This is an optimization exercise on Yosys and OpenROAD, whose aim is small area and a short achievable clock period, not a production implementation.
The RTL was checked by simulation tests, not by an equivalence proof against the original design.
No activity file was given, so power comes from the tool's default toggle rates.

===== design/flow/design.v =====
module if_stage (
    input  wire        clk,
    input  wire        rst_n,
    input  wire        stall,
    input  wire        branch_taken,
    input  wire [18:0] branch_target,
    output reg         ibus_valid,
    output reg  [18:0] ibus_addr,
    input  wire [18:0] ibus_rdata,
    output reg  [18:0] pc,
    output reg  [18:0] instruction
);
    always @(posedge clk or negedge rst_n) begin
        if (!rst_n) begin
            pc          <= 19'd0;
            ibus_valid  <= 1'b0;
        end
        else if (!stall) begin
            pc <= branch_taken ? branch_target : pc + 19'd1;
            ibus_valid <= 1'b1;
            ibus_addr  <= pc;
        end
    end
    always @(posedge clk or negedge rst_n) begin
        if (!rst_n)
            instruction <= 19'd0;
        else if (ibus_valid)
            instruction <= ibus_rdata;
    end
endmodule
module id_stage(
    input [18:0] instruction,
    output [4:0] opcode,
    output [2:0] rd,
    output [2:0] rs1,
    output [2:0] rs2,
    output [14:0] immediate,
    output reg [1:0] prediction
);
    assign opcode = instruction[18:14];
    assign rd = instruction[13:11];
    assign rs1 = instruction[10:8];
    assign rs2 = instruction[7:5];
    assign immediate = instruction[14:0];
    always @(*) begin
        case(opcode)
            5'b01010, 5'b01011, 5'b01100: prediction = 2'b10;  
            default: prediction = 2'b00;  
        endcase
    end
endmodule
module regfile(
    input clk,
    input [2:0] rd_addr,
    input [2:0] rs1_addr,
    input [2:0] rs2_addr,
    input [18:0] wb_data,
    input reg_write,
    output [18:0] rs1_data,
    output [18:0] rs2_data
);
    reg [18:0] registers [0:7];
    always @(posedge clk) begin
        if (reg_write && rd_addr != 0)
            registers[rd_addr] <= wb_data;
    end
    assign rs1_data = (rs1_addr == 3'd0) ? 19'd0 : registers[rs1_addr];
    assign rs2_data = (rs2_addr == 3'd0) ? 19'd0 : registers[rs2_addr];
endmodule
module alu(
    input [4:0] opcode,
    input [18:0] operand_a,
    input [18:0] operand_b,
    output reg [18:0] result,
    output reg zero_flag,
    output reg div_by_zero
);
    always @(*) begin
        result = 19'd0;
        div_by_zero = 1'b0;
        case(opcode)
            5'b00000: result = operand_a + operand_b;
            5'b00001: result = operand_a - operand_b;
            5'b00010: result = operand_a * operand_b;
            5'b00011: begin
                div_by_zero = (operand_b == 0);
                result = (operand_b == 0) ? 19'h7FFFF : operand_a / operand_b;
            end
            5'b00100: result = operand_a & operand_b;
            5'b00101: result = operand_a | operand_b;
            5'b00110: result = operand_a ^ operand_b;
            5'b00111: result = ~operand_a;
            5'b01000: result = operand_a + 1;
            5'b01001: result = operand_a - 1;
        endcase
        zero_flag = (result == 0);
    end
endmodule
module cpu_core (
    input  wire        clk,
    input  wire        rst_n,
    output reg         bus_valid,
    output reg         bus_write,
    output reg  [18:0] bus_addr,
    output reg  [18:0] bus_wdata,
    input  wire [18:0] bus_rdata
);
    wire [18:0] if_pc;
    wire [18:0] if_instr;
    wire [4:0]  opcode;
    wire [2:0]  rd, rs1, rs2;
    wire [14:0] imm;
    wire [18:0] rs1_data, rs2_data;
    wire [18:0] alu_result;
    wire        zero_flag;
    wire        div_by_zero;
    wire [18:0] wb_data;
    wire        reg_write;
    wire is_load  = (opcode == 5'b01000);
    wire is_store = (opcode == 5'b01001);
    wire mem_access = is_load | is_store;
    if_stage ifs (
        .clk(clk),
        .rst_n(rst_n),
        .stall(mem_access),           
        .branch_taken(1'b0),
        .branch_target(19'd0),
        .ibus_valid(),                
        .ibus_addr(),                 
        .ibus_rdata(bus_rdata),
        .pc(if_pc),
        .instruction(if_instr)
    );
    id_stage id (
        .instruction(if_instr),
        .opcode(opcode),
        .rd(rd),
        .rs1(rs1),
        .rs2(rs2),
        .immediate(imm),
        .prediction()
    );
    regfile rf (
        .clk(clk),
        .rd_addr(rd),
        .rs1_addr(rs1),
        .rs2_addr(rs2),
        .wb_data(wb_data),
        .reg_write(reg_write),
        .rs1_data(rs1_data),
        .rs2_data(rs2_data)
    );
    alu alu_u (
        .opcode(opcode),
        .operand_a(rs1_data),
        .operand_b(rs2_data),
        .result(alu_result),
        .zero_flag(zero_flag),
        .div_by_zero(div_by_zero)
    );
always @(*) begin
    bus_valid = mem_access;
    bus_write = is_store;
    bus_addr  = alu_result;
    bus_wdata = rs2_data;
end
    assign wb_data =
        (is_load)  ? bus_rdata :
                     alu_result;
    assign reg_write = ~is_store & ~is_load;
endmodule

===== design/flow/run.sh =====
#!/bin/bash
# synth_recipe.tcl (not shown) runs the flow's synth.tcl, then flattens the netlist and writes it again
# the make line also repeats each setting of config.mk as NAME=value (left out here)
make -C /OpenROAD-flow-scripts/flow DESIGN_CONFIG=/design/flow/config.mk WORK_HOME=/design/flow/orfs CLKGATE_MAP_FILE= SYNTH_SCRIPT=/design/flow/synth_recipe.tcl finish

===== design/flow/config.mk =====
export PLATFORM = sky130hd
export DESIGN_NAME = cpu_core
export DESIGN_NICKNAME = cpu_core
export VERILOG_FILES = /design/flow/design.v
export SDC_FILE = /design/flow/constraint.sdc
export NUM_CORES = 4
export LEC_CHECK = 0
export CAP_MARGIN = 20
export CORE_MARGIN = 2
export CORE_UTILIZATION = 40
export SLEW_MARGIN = 20

===== design/flow/constraint.sdc =====
create_clock -name core_clock -period 45.0 [get_ports {clk}]
set_input_delay 9.0000 -clock core_clock [delete_from_list [all_inputs] [get_ports {clk}]]
set_output_delay 9.0000 -clock core_clock [all_outputs]
set_load 0.01 [all_outputs]

==> flow_metrics.env, run 1 <==
export IMPL_grt_pass1_vias=25300
export IMPL_synth_area_mm2=0.0261
export IMPL_setup_viol_count_final=0
export IMPL_crit_top_cell="ha_1"
export IMPL_cellLeakagePower_uw=0.0132
export IMPL_yosysWarnings=5
export IMPL_dp_hpwl_um=83800
export IMPL_clk_latency_ps=420
export IMPL_r2r_start="ifs.instruction[5]"
export IMPL_holdPathStages=1
export IMPL_clk_pin_slew_ps=60
export IMPL_worstPathRequired_ps=36000
export IMPL_final_cell_area_mm2=0.0306
export IMPL_drcViolationCount=0
export IMPL_grt_pass1_wl_um=160000
export IMPL_routed_via_density=6.32
export IMPL_hold_path_class="flop to flop"
export IMPL_synth_top_area_share_pct=16.5
export IMPL_synth_area_per_cell_um2=8.63
export IMPL_start_util_pct=40.5
export IMPL_crit_path_end_kind="output port"
export IMPL_place_inst=4011
export IMPL_final_max_slew_violation_count=0
export IMPL_yosysTopAreaCell="edfxtp_1"
export IMPL_reg2reg_slack_ps=10410
export IMPL_yosysUniqueCellTypes=99
export IMPL_critical_path_arrival_ps=34620
export IMPL_hold_viol_final=0
export IMPL_fmax_mhz=22.9
export IMPL_nets=3672
export IMPL_min_period_ps=43620
export IMPL_final_cell_mix="ha_1, nand2_1, inv_1, nor2_1, buf_4"
export IMPL_synthCells=3023
export IMPL_ant_nets=0
export IMPL_wl_per_cell_um=26.8
export IMPL_skew_ps=10.2
export IMPL_relSlewSlack_pct=23.1
export IMPL_grt_max_degree=44
export IMPL_ys_ff_latch=158
export IMPL_critPathMaxStageDelay_ps=640
export IMPL_final_common_cell="ha_1"
export IMPL_port_buffer_count=60
export IMPL_power_density_mw_per_mm2=67.5
export IMPL_critPathKind="flop to output port"
export IMPL_fillCellCount=6186
export IMPL_yosysSeqAreaShare_pct=17.9
export IMPL_vias=25800
export IMPL_register_area_mm2=0.00468
export IMPL_place_congestion=1.01
export IMPL_clock_sinks=158
export IMPL_ios=61
export IMPL_ys_async_sr_fraction_pct=9.49
export IMPL_area_growth_syn_to_layout_pct=17.3
export IMPL_die_area_mm2=0.0673
export IMPL_drv_cap=0
export IMPL_synth_edf_count=143
export IMPL_cts_tree="built"
export IMPL_reg2regPathDepth=159
export IMPL_stdcell_count=4081
export IMPL_tightest_slew_ps=1140
export IMPL_hold_path_end="ifs.instruction[12]"
export IMPL_antenna_found_initial=11
export IMPL_die_h_um=259
export IMPL_cp_slowest_cell="or4b_2"
export IMPL_r2r_end="rf.registers[1][0]"
export IMPL_numCtsBuffers=17
export IMPL_core_mm2=0.0645
export IMPL_synth_main_ff_cell="edfxtp_1"
export IMPL_min_from="ifs.instruction[12]"
export IMPL_htree_levels=4
export IMPL_die_width_um=259
export IMPL_yosys_top_cells_area="edfxtp_1, ha_1, fa_1"
export IMPL_wl_um=109000
export IMPL_critPathMaxFanout=17
export IMPL_grt_overflow=0
export IMPL_drive_gt1_share_pct=18.1
export IMPL_post_dp_cell_area_mm2=0.0288
export IMPL_clockBufferDepth=2
export IMPL_firstDrtPassIters=8
export IMPL_clockRootBuffer="clkbuf_16"
export IMPL_dr_first_iter_drc_count=3159
export IMPL_row_count=93
export IMPL_antenna_cells=0
export IMPL_critPathLaunchType="flop"
export IMPL_multi_input_area_mm2=0.0208
export IMPL_vdd_ir_drop_worst_v=0.0000960
export IMPL_grt_util_all_layers_pct=31.8
export IMPL_fin_crit_sh_pct=96.9
export IMPL_status="timing/DRC/antenna clean"
stage by stage:
step           total power, µW  utilization (%)  TNS (ps)  hold WS, ps  setup slack [ps]
6_report                  2060             47.5         0          667              1380
5_1_grt                   2230             47.5      -217          689              -217
4_1_cts                   1970             46.1         0          672              47.6
3_5_place_dp              1780             44.7     -1750          654             -1750
3_3_place_gp              1750             44.7      -720          640              -720
2_1_floorplan             1320                -         0          551              66.4
power by group:
part / internal, µW / switching (µW) / leakage (µW)
combinational: 715 / 999 / 0.0114
clock: 105 / 57.9 / 0.000322
sequential: 181 / 6.44 / 0.00152
total: 1000 / 1060 / 0.0132
cell usage after synthesis, types with 13 or more instances:
cell,count
ha_1,314
nand2_1,298
inv_1,254
nor2_1,251
o21ai_0,177
a21oi_1,176
edfxtp_1,143
fa_1,124
clkbuf_1,93
xnor2_1,91
nor3_1,85
mux2_2,83
o21a_1,77
a21o_1,57
mux2i_1,57
xor2_1,44
mux4_2,43
nand3_1,41
o211ai_1,38
or3_1,37
a31oi_1,30
a211oi_1,24
a221oi_1,24
a22oi_1,23
and3_1,22
buf_2,21
nand4_1,19
nor2b_1,17
o22ai_1,16
or2_2,16
and2_1,15
dfrtp_1,15
nand2b_1,15
o31ai_1,15
nor4_1,14
o21ai_1,13
repair_timing:
| item | 4_1_cts | 5_1_grt |
|---|---|---|
| pin swaps | 2 | 40 |
| resized for setup | 46 | 137 |
| hold buffers | 0 | 0 |
| buffers inserted | 6 | 29 |
| endpoints found under the setup margin | 2 | 2 |
| gates cloned | 0 | 3 |
how the worst max path moves through the flow:
stage                        endpoint               start  slack (ps)
final                     bus_addr[0]  ifs.instruction[5]        1380
after global routing      bus_addr[0]  ifs.instruction[5]        -220
after CTS                 bus_addr[0]  ifs.instruction[5]          50
after detailed placement  bus_addr[0]  ifs.instruction[5]       -1750
after global placement    bus_addr[0]  ifs.instruction[5]        -720
after floorplan           bus_addr[0]  ifs.instruction[5]          70
routing by layer:
metal	track usage, %	vias to the layer above	share of wire [%]
li1	-	11500	-
met1	41.8	12600	40
met2	50.1	1376	44
met3	6.11	316	9.8
met4	15.3	6	5.8
met5	0	-	0.031
final cells by class:
type                            count  share of cell area (%)
Inverter                          261                    3.20
Multi-Input combinational cell   2484                    67.9
Tap cell                          855                    3.50
Sequential cell                   158                    15.3
Clock buffer                       19                    1.42
Timing Repair Buffer              291                    7.96
Clock inverter                     13                   0.773
sequential cells by signal, summed over array words and instances (netlist names):
signal	cells
ifs.instruction	14
rf.registers	143
ifs.ibus_valid	1
worst max-delay path, delay by kind of cell (launching register included):
family	cells	cell delay, ps
and+or+nand+nor	47	10220
DFF	1	500
muxes	6	1960
buffers and inverters	15	2480
AOI/OAI and AO/OA	73	13510
adders and majority gates	18	5450
cell families after synthesis:
group / synth area share [%]
multiplexers: 9.58
flip-flops: 17.9
AO/OA/AOI/OAI: 21.6
buffers and inverters: 5.87
XOR/XNOR: 4.96
adder cells (fa/ha/maj): 24.6
AND/OR/NAND/NOR: 15.5
other: 0.0144
==> run 2, diff against run 1 <==
==> design/flow/design.v (replaced) <==
module if_stage (
    input  wire        clk,
    input  wire        rst_n,
    input  wire [18:0] ibus_rdata,
    output reg  [13:0] instruction
);
    reg fetch_en;
    always @(posedge clk or negedge rst_n) begin
        if (!rst_n) begin
            fetch_en    <= 1'b0;
            instruction <= 14'd0;
        end else begin
            fetch_en    <= 1'b1;
            instruction <= ibus_rdata[18:5] & {14{fetch_en}};
        end
    end
endmodule
module id_stage (
    input  [13:0] instruction,    
    output [4:0]  opcode,
    output [2:0]  rd,
    output [2:0]  rs1,
    output [2:0]  rs2
);
    assign opcode = instruction[13:9];
    assign rd     = instruction[8:6];
    assign rs1    = instruction[5:3];
    assign rs2    = instruction[2:0];
endmodule
module regfile (
    input         clk,
    input  [2:0]  rd_addr,
    input  [2:0]  rs1_addr,
    input  [2:0]  rs2_addr,
    input  [18:0] wb_data,
    input         reg_write,
    output [18:0] rs1_data,
    output [18:0] rs2_data
);
    reg [18:0] registers [1:7];
    always @(posedge clk) begin
        if (reg_write && rd_addr != 3'd0)
            registers[rd_addr] <= wb_data;
    end
    assign rs1_data = (rs1_addr == 3'd0) ? 19'd0 : registers[rs1_addr];
    assign rs2_data = (rs2_addr == 3'd0) ? 19'd0 : registers[rs2_addr];
endmodule
module alu (
    input  [4:0]  opcode,
    input  [18:0] operand_a,
    input  [18:0] operand_b,
    output reg [18:0] result
);
    wire [18:0] a = operand_a;
    wire [18:0] b = operand_b;
    wire [18:0] addb = opcode[3] ? {19{opcode[0]}} : (b ^ {19{opcode[0]}});
    wire [18:0] sum  = a + addb + {18'd0, opcode[0] ^ opcode[3]};
    wire [18:0] prod = a * b;
    wire [18:0] quot;
    divider div_u (.a(a), .b(b), .q(quot));
    always @(*) begin
        case (opcode)
            5'd0, 5'd1, 5'd8, 5'd9: result = sum;
            5'd2: result = prod;
            5'd3: result = quot;
            5'd4: result = a & b;
            5'd5: result = a | b;
            5'd6: result = a ^ b;
            5'd7: result = ~a;
            default: result = 19'd0;
        endcase
    end
endmodule
module divider(input [18:0] a, input [18:0] b, output [18:0] q);
    wire [20:0] b3 = {2'b0, b} + {1'b0, b, 1'b0};
    wire [18:0] rem [0:19];
    wire top_c = (b[18:1] == 0) & (a[18] >= b[0]);
    assign q[18] = top_c;
    assign rem[18] = top_c ? {a[18] ^ b[0], a[17:0]} : a;
    genvar j;
    generate
        for (j = 8; j >= 0; j = j - 1) begin : st
            localparam integer S = 2*j;
            localparam integer W = 19 - S;
            wire [W-1:0] R = rem[S+2][18:S];
            wire ok1 = (W >= 19) ? 1'b1 : ~|(b >> W);
            wire ok2 = ~|(b >> (W-1));
            wire ok3 = ~|(b3 >> W);
            wire [W:0] d1 = {1'b0, R} - {1'b0, b[W-1:0]};
            wire [W:0] d2 = {1'b0, R} - {1'b0, b[W-2:0], 1'b0};
            wire [W:0] d3 = {1'b0, R} - {1'b0, b3[W-1:0]};
            wire c1 = ok1 & ~d1[W];
            wire c2 = ok2 & ~d2[W];
            wire c3 = ok3 & ~d3[W];
            assign q[S+1] = c2;
            assign q[S]   = c3 | (c1 & ~c2);
            wire [W-1:0] nr = c3 ? d3[W-1:0] : c2 ? d2[W-1:0] : c1 ? d1[W-1:0] : R;
            if (S == 0) begin : l
                assign rem[S] = nr;
            end else begin : m
                assign rem[S] = {nr, rem[S+2][S-1:0]};
            end
        end
    endgenerate
endmodule
module cpu_core (
    input  wire        clk,
    input  wire        rst_n,
    output wire        bus_valid,
    output wire        bus_write,
    output wire [18:0] bus_addr,
    output wire [18:0] bus_wdata,
    input  wire [18:0] bus_rdata
);
    wire [13:0] instr;
    wire [4:0]  opcode;
    wire [2:0]  rd, rs1, rs2;
    wire [18:0] rs1_data, rs2_data;
    wire [18:0] alu_result;
    if_stage ifs (
        .clk(clk),
        .rst_n(rst_n),
        .ibus_rdata(bus_rdata),
        .instruction(instr)
    );
    id_stage id (
        .instruction(instr),
        .opcode(opcode),
        .rd(rd),
        .rs1(rs1),
        .rs2(rs2)
    );
    wire mem_access = (opcode == 5'd8) | (opcode == 5'd9);
    regfile rf (
        .clk(clk),
        .rd_addr(rd),
        .rs1_addr(rs1),
        .rs2_addr(rs2),
        .wb_data(alu_result),
        .reg_write(~mem_access),
        .rs1_data(rs1_data),
        .rs2_data(rs2_data)
    );
    alu alu_u (
        .opcode(opcode),
        .operand_a(rs1_data),
        .operand_b(rs2_data),
        .result(alu_result)
    );
    assign bus_valid = mem_access;
    assign bus_write = (opcode == 5'd9);
    assign bus_addr  = alu_result;
    assign bus_wdata = rs2_data;
endmodule
--- a/design/flow/config.mk
+++ b/design/flow/config.mk
@@ -6,4 +6,5 @@
 export NUM_CORES = 4
 export LEC_CHECK = 0
+export ABC_AREA = 1
 export CAP_MARGIN = 20
 export CORE_MARGIN = 2
==> run 2 against run 1 <==
Against the previous run:
- final area up 1.4%
- core utilization down 3.8 points
- synthesized area up 9.6%
- still clean
- highest routed layer is now met4
- critical path depth down 9
- sequential cell count down 10
- die area up 9.4%
- sequential power down 9.6%
==> flow_metrics.env, run 2 <==
export IMPL_antenna_found_initial=0
export IMPL_area_growth_syn_to_layout_pct=8.51
export IMPL_yosysSeqAreaShare_pct=15.3
export IMPL_cp_slowest_cell="nor2_1"
export IMPL_cts_tree="built"
export IMPL_grt_overflow=0
export IMPL_yosysWarnings=4
export IMPL_tightest_slew_ps=1150
export IMPL_numCtsBuffers=17
export IMPL_critPathKind="flop to output port"
export IMPL_yosysUniqueCellTypes=62
export IMPL_ys_async_sr_fraction_pct=10.1
export IMPL_grt_util_all_layers_pct=26.4
export IMPL_drv_cap=0
export IMPL_drive_gt1_share_pct=5.29
export IMPL_clk_latency_ps=430
export IMPL_hold_path_class="flop to flop"
export IMPL_vdd_ir_drop_worst_v=0.0000286
export IMPL_die_width_um=271
export IMPL_regMostFlops="rf.registers"
export IMPL_whs_ps=732
export IMPL_routed_via_density=5.45
export IMPL_final_common_cell="nand2_1"
export IMPL_p_seq_share_pct=10.4
export IMPL_fmax_mhz=26.7
export IMPL_place_congestion=0.929
export IMPL_core_mm2=0.0711
export IMPL_relSlewSlack_pct=23.6
export IMPL_final_max_slew_violation_count=0
export IMPL_largest_reg_flops=133
export IMPL_fillCellCount=7327
export IMPL_htree_levels=4
export IMPL_synth_main_ff_cell="edfxtp_1"
export IMPL_antenna_cells=0
export IMPL_firstDrtPassIters=6
export IMPL_synth_area_per_cell_um2=7.19
export IMPL_wl_um=98500
export IMPL_critPathMaxFanout=49
export IMPL_synth_edf_count=133
export IMPL_start_util_pct=40.2
export IMPL_synth_top_area_share_pct=20.0
export IMPL_fin_crit_sh_pct=83.2
export IMPL_wl_per_cell_um=19.7
export IMPL_swShare_pct=54.5
export IMPL_status="timing/DRC/antenna clean"
export IMPL_clockBufferDepth=2
export IMPL_worstPathRequired_ps=36000
export IMPL_drcViolationCount=0
export IMPL_skew_ps=14.0
export IMPL_critical_path_arrival_ps=28450
export IMPL_rsz0062_at_grt="false"
export IMPL_grt_pass1_vias=26200
export IMPL_yosysTopAreaCell="ha_1"
export IMPL_tns_ps=0
export IMPL_row_count=98
export IMPL_switching_power_uw=884
export IMPL_ys_top_cells_by_count="nand2_1, inv_1, ha_1, a21oi_1, nor2_1"
export IMPL_setup_viol_count_final=0
export IMPL_dp_hpwl_um=73800
export IMPL_ios=61
export IMPL_reg2reg_slack_ps=17210
export IMPL_hold_buffers=0
export IMPL_crit_path_end_kind="output port"
export IMPL_final_cell_mix="nand2_1, inv_1, ha_1, a21oi_1, nor2_1"
export IMPL_power_density_mw_per_mm2=52.3
export IMPL_cts_resized=0
export IMPL_crit_top_cell="nand2_1"
export IMPL_nets=4659
export IMPL_dr_first_iter_drc_count=2258
export IMPL_ant_nets=0
export IMPL_synthCells=3974
export IMPL_clockRootBuffer="clkbuf_16"
export IMPL_ys_ff_latch=148
export IMPL_power_internal_uw=739
export IMPL_min_period_ps=37450
export IMPL_synth_most_common_cell="nand2_1"
export IMPL_critPathMaxStageDelay_ps=730
export IMPL_critPathLaunchType="flop"
export IMPL_clock_power_share_pct=8.4
export IMPL_grt_max_degree=80
export IMPL_cellLeakagePower_uw=0.0157
export IMPL_hold_viol_final=0
export IMPL_port_buffer_count=55
export IMPL_grt_pass1_wl_um=152000
export IMPL_yosys_top_cells_area="ha_1, edfxtp_1, nand2_1"
export IMPL_final_util_pct=43.6
export IMPL_postCtsSetupBuffers=0
export IMPL_synth_area_mm2=0.0286
export IMPL_clock_sinks=148
export IMPL_p_comb_share_pct=81.1
export IMPL_die_area_mm2=0.0736
export IMPL_vias=27200
export IMPL_clk_pin_slew_ps=60
export IMPL_largestRegisters="rf.registers: 133 flops, ifs.instruction: 14 flops, ifs.fetch_en: 1 flops"
export IMPL_die_h_um=271
==> run 2: cell count changes after synthesis, sizes merged, moves of 84 or more <==
| cell | before | now |
|---|---|---|
| ha | 314 | 457 |
| inv | 256 | 608 |
| o21ai | 190 | 288 |
| nand3 | 41 | 186 |
| mux2 | 84 | 0 |
| nand2 | 298 | 849 |
| a21oi | 178 | 368 |
==> run 2: critical path: cells and delay by family (launching register included) <==
kind	cells	cell delay, ps
AOI/OAI and AO/OA	57	9200
DFF	1	360
adders and majority gates	9	3320
buffers and inverters	22	5240
xor gates and xnor gates	1	690
and+or+nand+nor	61	9150
==> run 2: layer usage <==
metal	vias up	share of wire (%)	GRT usage, %	routed length, µm
met5	-	0	0	0
met1	12800	45	36.6	44700
met2	904	45	43.6	44400
met4	0	3.3	8.44	3290
met3	177	6.2	2.18	6090
li1	13300	-	-	-
==> run 2: through the flow <==
step	worst slack, ps	cell area, µm²	std cells	power [µW]
2_1_floorplan	14900	28600	3974	1140
3_3_place_gp	8670	30400	4961	1450
3_5_place_dp	8440	30400	4961	1470
4_1_cts	7880	31000	4993	1610
5_1_grt	5160	31000	4994	1800
6_report	7550	31000	4994	1620
==> run 2: worst paths after layout <==
kind / start / end / depth (start not counted)
setup / recovery: ifs.instruction[2] / bus_addr[0] / 150
hold / removal: ifs.fetch_en / ifs.instruction[4] / 2
setup reg to reg: ifs.instruction[2] / rf.registers[4][0] / 149
hold reg to reg: ifs.fetch_en / ifs.instruction[4] / 2
max in group asynchronous: rst_n / ifs.instruction[3] / 1
min in group asynchronous: rst_n / ifs.instruction[10] / 1
==> run 2: cells by family after synthesis <==
kind of cell | Yosys count | synth area share (%)
AND/OR/NAND/NOR | 1484 | 22.2
AO/OA/AOI/OAI | 867 | 17.4
buffers and inverters | 701 | 9.44
adder cells (fa/ha/maj) | 607 | 30.5
XOR/XNOR | 166 | 5.09
flip-flops | 148 | 15.3
other | 1 | 0.0131
==> run 2: layout make-up <==
class | instances | area (µm²) | share of cell area [%]
Timing Repair Buffer | 114 | 1000 | 3.23
Clock buffer | 21 | 493 | 1.59
Tap cell | 950 | 1190 | 3.83
Clock inverter | 11 | 85.1 | 0.274
Sequential cell | 148 | 4370 | 14.1
Multi-Input combinational cell | 3125 | 21500 | 69.4
Inverter | 625 | 2350 | 7.57
==> run 2: power by group through the flow <==
stage	Clock [µW]	Sequential, µW	Combinational [µW]
detailed placement	0	172	1290
CTS	138	169	1300
finish	137	170	1320
global route	144	170	1490
global placement	0	172	1280
floorplan	0	171	965

separate check: timing with driven ports:
In the flow no input, the clock included, has a driving cell. The finished layouts below were timed again as built, in two steps. Step 1 (the two cells are an assumption about what drives the block):
set clk [get_ports {clk}]
set_driving_cell -lib_cell sky130_fd_sc_hd__clkbuf_16 $clk
set_driving_cell -lib_cell sky130_fd_sc_hd__buf_2 [delete_from_list [all_inputs] $clk]
Step 2 times the ports against the registers' clock, not the clock port: input delays grow and output delays shrink by t, the midpoint of the rising clock arrivals with the driver on. Three values: ideal ports, drivers, drivers and shift; two values: the first two.
| run | t, ns | setup slack, ns | worst hold slack (ns) | worst setup path at the end | slew at the worst register clock pin (ns) |
|---|---|---|---|---|---|
| run 1 | 0.459 | 1.378 / 1.338 / 1.797 | 0.667 / 0.667 / 0.667 | register to output | 0.07 / 0.07 |
| run 2 | 0.458 | 7.552 / 7.518 / 7.976 | 0.732 / 0.732 / 0.732 | register to output | 0.07 / 0.07 |
After both steps setup and hold are still met in every run listed.
